Source: an optimization exercise on an open RTL-to-GDS flow (aim: small area). Production flows keep margins and buffers that such runs may drop.
RTL that was checked went through simulation tests only; none was proved equivalent to the original.
Power figures rest on the tool's default switching activity, not on a simulated workload.

== north ==
==> flow/design.v <==
module counter #(
    parameter int BIT_TICKS = 54
)(
    input  logic clk,
    input  logic rst_n,
    output logic tick
);
logic [5:0] u;
assign tick = (u == 6'(BIT_TICKS + 1));
always_ff @(posedge clk or negedge rst_n) begin
    if (!rst_n)
        u <= 6'd0;
    else if (tick)
        u <= 6'd1;
    else
        u <= u + 6'd1;
end
endmodule
module fifo (
    input  logic       clk,
    input  logic       rst_n,
    input  logic       wr,
    input  logic [7:0] w_data,
    input  logic       rd,
    output logic [7:0] r_data,
    output logic       full,
    output logic       empty
);
logic [7:0] mem [0:15];
logic [4:0] p;
assign empty = p[4];
assign full  = ~p[4] & (&p[3:0]);
wire push = wr & ~full;
wire pop  = rd & ~empty;
always_ff @(posedge clk) begin
    if (push) begin
        mem[0] <= w_data;
        for (int i = 1; i < 16; i++)
            mem[i] <= mem[i-1];
    end
end
always_ff @(posedge clk or negedge rst_n) begin
    if (!rst_n)
        p <= 5'b11111;
    else if (push & ~pop)
        p <= p + 5'd1;
    else if (pop & ~push)
        p <= p - 5'd1;
end
logic [15:0] sel;
always_comb begin
    for (int i = 0; i < 16; i++)
        sel[i] = (p[3:0] == 4'(i));
    r_data = '0;
    for (int i = 0; i < 16; i++)
        r_data = r_data | (mem[i] & {8{sel[i]}});
end
endmodule
module fifo_tx (
    input  logic       clk,
    input  logic       rst_n,
    input  logic       wr,
    input  logic [7:0] w_data,
    input  logic       rd,
    output logic [7:0] head,
    output logic       full,
    output logic       empty
);
logic [7:0]  mem [0:15];
logic [15:0] v;
logic [15:0] m;
assign full  = &v;
assign empty = ~|v;
assign head  = mem[0];
always_comb begin
    m[0] = ~v[0] | rd;
    for (int i = 1; i < 16; i++)
        m[i] = ~v[i] | m[i-1];
end
always_ff @(posedge clk) begin
    for (int i = 0; i < 15; i++)
        if (m[i]) mem[i] <= mem[i+1];
    if (m[15]) mem[15] <= w_data;
end
always_ff @(posedge clk or negedge rst_n) begin
    if (!rst_n)
        v <= '0;
    else begin
        for (int i = 0; i < 15; i++)
            if (m[i]) v[i] <= v[i+1];
        if (m[15]) v[15] <= wr & ~full;
    end
end
endmodule
module uart_rx (
    input  logic       clk,
    input  logic       rst_n,
    input  logic       rx,
    input  logic       s_tick,
    output logic       rx_done_tick,
    output logic [7:0] dout
);
localparam logic [1:0] IDLE = 2'd0, START = 2'd1, DATA = 2'd2, STOP = 2'd3;
logic [1:0] state;
logic [3:0] s;
logic [7:0] b;
wire last = s_tick & (&s);
always_ff @(posedge clk or negedge rst_n) begin
    if (!rst_n)
        state <= IDLE;
    else case (state)
        IDLE:  if (~rx) state <= START;
        START: if (last) state <= DATA;
        DATA:  if (last & b[0]) state <= STOP;
        STOP:  if (last) state <= IDLE;
    endcase
end
always_ff @(posedge clk) begin
    if (state == IDLE)
        s <= 4'd8;
    else if (s_tick)
        s <= s + 4'd1;
end
always_ff @(posedge clk) begin
    if (state == IDLE)
        b <= 8'h80;
    else if (state == DATA && last)
        b <= {rx, b[7:1]};
end
assign rx_done_tick = (state == STOP) & last;
assign dout = b;
endmodule
module uart_tx (
    input  logic       clk,
    input  logic       rst_n,
    input  logic       tx_start,
    input  logic       s_tick,
    input  logic [7:0] din,
    output logic       tx_done_tick,
    output logic       tx
);
localparam logic [1:0] IDLE = 2'd0, START = 2'd1, DATA = 2'd2, STOP = 2'd3;
logic [1:0] state;
logic [6:0] ns;    
wire last = s_tick & (&ns[3:0]);
always_ff @(posedge clk or negedge rst_n) begin
    if (!rst_n)
        state <= IDLE;
    else case (state)
        IDLE:  if (tx_start) state <= START;
        START: if (last) state <= DATA;
        DATA:  if (last & (&ns[6:4])) state <= STOP;
        STOP:  if (last) state <= IDLE;
    endcase
end
always_ff @(posedge clk) begin
    if (state == IDLE)
        ns <= 7'b111_0000;
    else if (s_tick)
        ns <= ns + 7'd1;
end
always_comb begin
    case (state)
        START:   tx = 1'b0;
        DATA:    tx = din[ns[6:4]];
        default: tx = 1'b1;
    endcase
end
assign tx_done_tick = (state == STOP) & last;
endmodule
module uart_module #(
    parameter int BIT_TICKS = 54
)(
    input logic clk,
    input logic rst_n,
    input logic rx,
    input logic rd_uart,
    input logic [7:0] w_data,
    input logic wr_uart,
    output logic tx,
    output logic [7:0] r_data,
    output logic rx_empty,
    output logic tx_full
);
logic s_tick;
logic [7:0] dout;
logic rx_done_tick;
logic tx_done_tick;
logic [7:0] din;
logic tx_fifo_empty;
counter #(.BIT_TICKS(BIT_TICKS)) u_baud_rate_generator (
    .clk(clk),
    .rst_n(rst_n),
    .tick(s_tick)
);
uart_rx u_reciever (
    .clk(clk),
    .rst_n(rst_n),
    .rx(rx),
    .s_tick(s_tick),
    .dout(dout),
    .rx_done_tick(rx_done_tick)
);
fifo u_reciever_fifo (
    .clk(clk),
    .rst_n(rst_n),
    .w_data(dout),
    .wr(rx_done_tick),
    .r_data(r_data),
    .rd(rd_uart),
    .empty(rx_empty),
    .full()
);
uart_tx u_tranciever (
    .clk(clk),
    .rst_n(rst_n),
    .tx(tx),
    .din(din),
    .s_tick(s_tick),
    .tx_done_tick(tx_done_tick),
    .tx_start(!tx_fifo_empty)
);
fifo_tx u_tranciever_fifo (
    .clk(clk),
    .rst_n(rst_n),
    .w_data(w_data),
    .wr(wr_uart),
    .rd(tx_done_tick),
    .empty(tx_fifo_empty),
    .full(tx_full),
    .head(din)
);
endmodule
==> flow/config.mk <==
export PLATFORM = sky130hd
export DESIGN_NAME = uart_module
export DESIGN_NICKNAME = uart_module
export VERILOG_FILES = /design/flow/design.v
export SDC_FILE = /design/flow/constraint.sdc
export NUM_CORES = 4
export LEC_CHECK = 0
export CAP_MARGIN = 20
export CORE_MARGIN = 2
export CORE_UTILIZATION = 70
export CTS_BUF_LIST = sky130_fd_sc_hd__clkbuf_8
export CTS_CLUSTER_DIAMETER = 50
export CTS_CLUSTER_SIZE = 20
export SLEW_MARGIN = 20
==> flow/constraint.sdc <==
create_clock -name core_clock -period 10.0 [get_ports {clk}]
set_input_delay 2.0000 -clock core_clock [delete_from_list [all_inputs] [get_ports {clk}]]
set_output_delay 2.0000 -clock core_clock [all_outputs]
set_load 0.01 [all_outputs]
run.sh (not shown) runs the stock make flow with config.mk's settings and CLKGATE_MAP_FILE= SYNTH_SCRIPT=/design/flow/synth_recipe.tcl, a recipe that flattens the netlist after the stock synthesis.
Here is what was changed in the inputs of south compared with north.
- changing CTS_BUF_LIST from sky130_fd_sc_hd__clkbuf_8 to sky130_fd_sc_hd__clkbuf_4
- removing CTS_CLUSTER_DIAMETER (formerly 50)
- removing CTS_CLUSTER_SIZE (formerly 20)
- changing CORE_UTILIZATION from 70 to 40
==> run notes <==
- Looking at pre-CTS worst setup slack across both flows, south is the weaker of the two, with north ahead.
- south | stages: all done | timing, DRC, antenna: all pass
- Compared with north, internal portion of total power in south increased by more than 10%.
- Period utilization ended up 1.2 points higher on south than on north.
What east does differently from south at the input level:
- setting CTS_CLUSTER_SIZE to 12 for the first time
- changing CORE_UTILIZATION from 40 to 70
- setting CTS_CLUSTER_DIAMETER to 40 for the first time
Findings:
- When the final numbers for east and south were put side by side, the non-clock buffer count turned out to be smaller in south.
- south → east: met3 usage up 0.47 points, routed via count divided by cell count went up 20%.
- Comparing routed via count for east and south, the bigger number came from south.
- Final weighted congestion of routability-driven global placement in east vs south: up 6.0%
- Number of clock-tree buffers in the layout (east over south): decrease, 60%
- Side by side, part of the total power dissipated in sequential elements turned out higher in east than in south.
[inputs] west vs east
- clearing CTS_CLUSTER_SIZE, which used to be 12
- clearing CTS_CLUSTER_DIAMETER, which used to be 40
- swapping 70 for 40 in CORE_UTILIZATION
- clearing CTS_BUF_LIST, which used to be sky130_fd_sc_hd__clkbuf_4
## What came out
west | stages: all done | timing, DRC, antenna: all pass
Summary: power, west worse than east
Between east and west, the flow reports fmax increasing slightly.
west does worse than east on wire length.
No functional check of the RTL was part of any run of this note.

---

uart_module, a different RTL version from the one above (not shown whole).
Size in the first run: roughly 730 cells after synthesis, roughly 9500 um2 of cells after synthesis.
Settings: LEC_CHECK=0, CAP_MARGIN=20, CORE_MARGIN=2, CORE_UTILIZATION=75, SLEW_MARGIN=20, SYNTH_HIERARCHICAL=1; clock period 10.0 ns.
standard.sh (not shown) runs the stock make flow with config.mk's settings and CLKGATE_MAP_FILE= SYNTH_SCRIPT=/design/flow/synth_recipe.tcl, a recipe that flattens the netlist after the stock synthesis.
==> flow/flow/run.sh <==
#!/bin/bash
# Standard layout with three changes: after floorplan every cell gets the
# smallest size of its family (flow/downsize.tcl); port buffers are buf_1;
# the clock tree is built from clkbuf_4 with larger sink clusters and no
# dummy loads.
set -euo pipefail
export POST_FLOORPLAN_TCL="$PWD/flow/downsize.tcl"
export BUFFER_PORTS_ARGS="-buffer_cell sky130_fd_sc_hd__buf_1"
export CTS_ARGS="-sink_clustering_enable -repair_clock_nets -dont_use_dummy_load -buf_list sky130_fd_sc_hd__clkbuf_4 -root_buf sky130_fd_sc_hd__clkbuf_2 -tree_buf sky130_fd_sc_hd__clkbuf_2 -sink_clustering_size 12 -sink_clustering_max_diameter 40"
bash standard.sh > standard_flow.log 2>&1
==> flow/flow/downsize.tcl <==
set db [ord::get_db]
set block [ord::get_db_block]
set dont_use {}
if { [info exists ::env(DONT_USE_CELLS)] } {
  set dont_use $::env(DONT_USE_CELLS)
}
array set fam {}
foreach lib [$db getLibs] {
  foreach m [$lib getMasters] {
    set n [$m getName]
    if { [regexp {^(sky130_fd_sc_hd__[a-z0-9]+)_([0-9]+)$} $n -> base sz] } {
      if { [lsearch -exact $dont_use $n] < 0 } {
        lappend fam($base) $m
      }
    }
  }
}
set swapped 0
set saved 0
foreach inst [$block getInsts] {
  set m [$inst getMaster]
  set n [$m getName]
  if { ![regexp {^(sky130_fd_sc_hd__[a-z0-9]+)_([0-9]+)$} $n -> base sz] } {
    continue
  }
  if { ![info exists fam($base)] } {
    continue
  }
  set best $m
  set bw [$m getWidth]
  foreach c $fam($base) {
    if { [$c getWidth] < $bw } {
      set best $c
      set bw [$c getWidth]
    }
  }
  if { $best ne $m } {
    set saved [expr { $saved + [$m getWidth] - $bw }]
    $inst swapMaster $best
    incr swapped
  }
}
puts "downsize: swapped $swapped cells, saved width [expr { $saved / 1000.0 }] um"
Change:
- CORE_UTILIZATION: 75 -> 70
The changed run finished with timing, DRC and antenna clean.
Maximum frequency is higher by 4.0%.
Cell area barely changes.
Clock-buffer cell count is lower by 2.
Core utilization is lower by 4.6 points.
Worst setup slack gains 0.22 ns.
Power is lower by 0.44%.
Worst hold slack gains 0.065 ns.
Change:
--- a/flow/flow/run.sh
+++ b/flow/flow/run.sh
@@ -8,3 +8,3 @@
 export BUFFER_PORTS_ARGS="-buffer_cell sky130_fd_sc_hd__buf_1"
-export CTS_ARGS="-sink_clustering_enable -repair_clock_nets -dont_use_dummy_load -buf_list sky130_fd_sc_hd__clkbuf_4 -root_buf sky130_fd_sc_hd__clkbuf_2 -tree_buf sky130_fd_sc_hd__clkbuf_2 -sink_clustering_size 12 -sink_clustering_max_diameter 40"
+export CTS_ARGS="-sink_clustering_enable -repair_clock_nets -dont_use_dummy_load -buf_list sky130_fd_sc_hd__clkbuf_4 -root_buf sky130_fd_sc_hd__clkbuf_2 -tree_buf sky130_fd_sc_hd__clkbuf_2 -sink_clustering_size 12 -sink_clustering_max_diameter 45"
 bash standard.sh > standard_flow.log 2>&1
Hold slack got worse by 0.040 ns.
Critical path depth is unchanged.
Non-clock buffer count stays the same.
Register-to-register slack got worse by 0.03 ns.
Global-route usage barely changes.
Sequential power hardly moves.
Synthesized area is unchanged.
Total power stays flat.
Wire length barely changes.
Change:
--- a/flow/flow/run.sh
+++ b/flow/flow/run.sh
@@ -8,3 +8,3 @@
 export BUFFER_PORTS_ARGS="-buffer_cell sky130_fd_sc_hd__buf_1"
-export CTS_ARGS="-sink_clustering_enable -repair_clock_nets -dont_use_dummy_load -buf_list sky130_fd_sc_hd__clkbuf_4 -root_buf sky130_fd_sc_hd__clkbuf_2 -tree_buf sky130_fd_sc_hd__clkbuf_2 -sink_clustering_size 12 -sink_clustering_max_diameter 45"
+export CTS_ARGS="-sink_clustering_enable -repair_clock_nets -dont_use_dummy_load -buf_list sky130_fd_sc_hd__clkbuf_4 -root_buf sky130_fd_sc_hd__clkbuf_1 -tree_buf sky130_fd_sc_hd__clkbuf_1 -sink_clustering_size 12 -sink_clustering_max_diameter 40"
 bash standard.sh > standard_flow.log 2>&1
What happened:
- final cell count is about the same
- power barely changes
- maximum frequency fell by 3.9%
- combinational power barely changes
- routed wire length hardly moves
- final area stays flat
- non-clock buffer count is unchanged
- synthesized area is unchanged

-- afterwards: timing with drivers on the ports --
The flow's constraints put no driver on any port. The routed layouts listed below were extracted and timed again, unchanged, in two steps.
Step 1 sets driving cells, clkbuf_16 on the clock port and buf_2 on the other inputs (assumed; they add their load-dependent delay and slew).
Step 2 times the ports against the registers' clock, not the clock port: input delays grow and output delays shrink by t, the midpoint of the rising clock arrivals with the driver on.
a / b / c = ideal ports / drivers / drivers and shift; a / b = the first two.
run | t (ns) | slack for setup (ns) | worst setup path after step 2 | pins driven straight from the clock port
north | 0.585 | 4.379 / 4.340 / 4.925 | register to output | 1
south | 0.697 | 4.260 / 4.215 / 4.912 | register to output | 1
east | 0.664 | 4.346 / 4.307 / 4.971 | register to output | 1
west | 0.595 | 4.425 / 4.376 / 4.972 | register to output | 1
the first run of note 2 | 0.768 | 4.307 / 4.273 / 5.041 | register to output | 1
the second run of note 2 | 0.720 | 4.527 / 4.494 / 5.214 | register to output | 1
the third run of note 2 | 0.756 | 4.423 / 4.387 / 5.144 | register to output | 1
the fourth run of note 2 | 1.066 | 4.197 / 4.163 / 5.229 | register to output | 1
After both steps setup and hold are still met in every run listed.
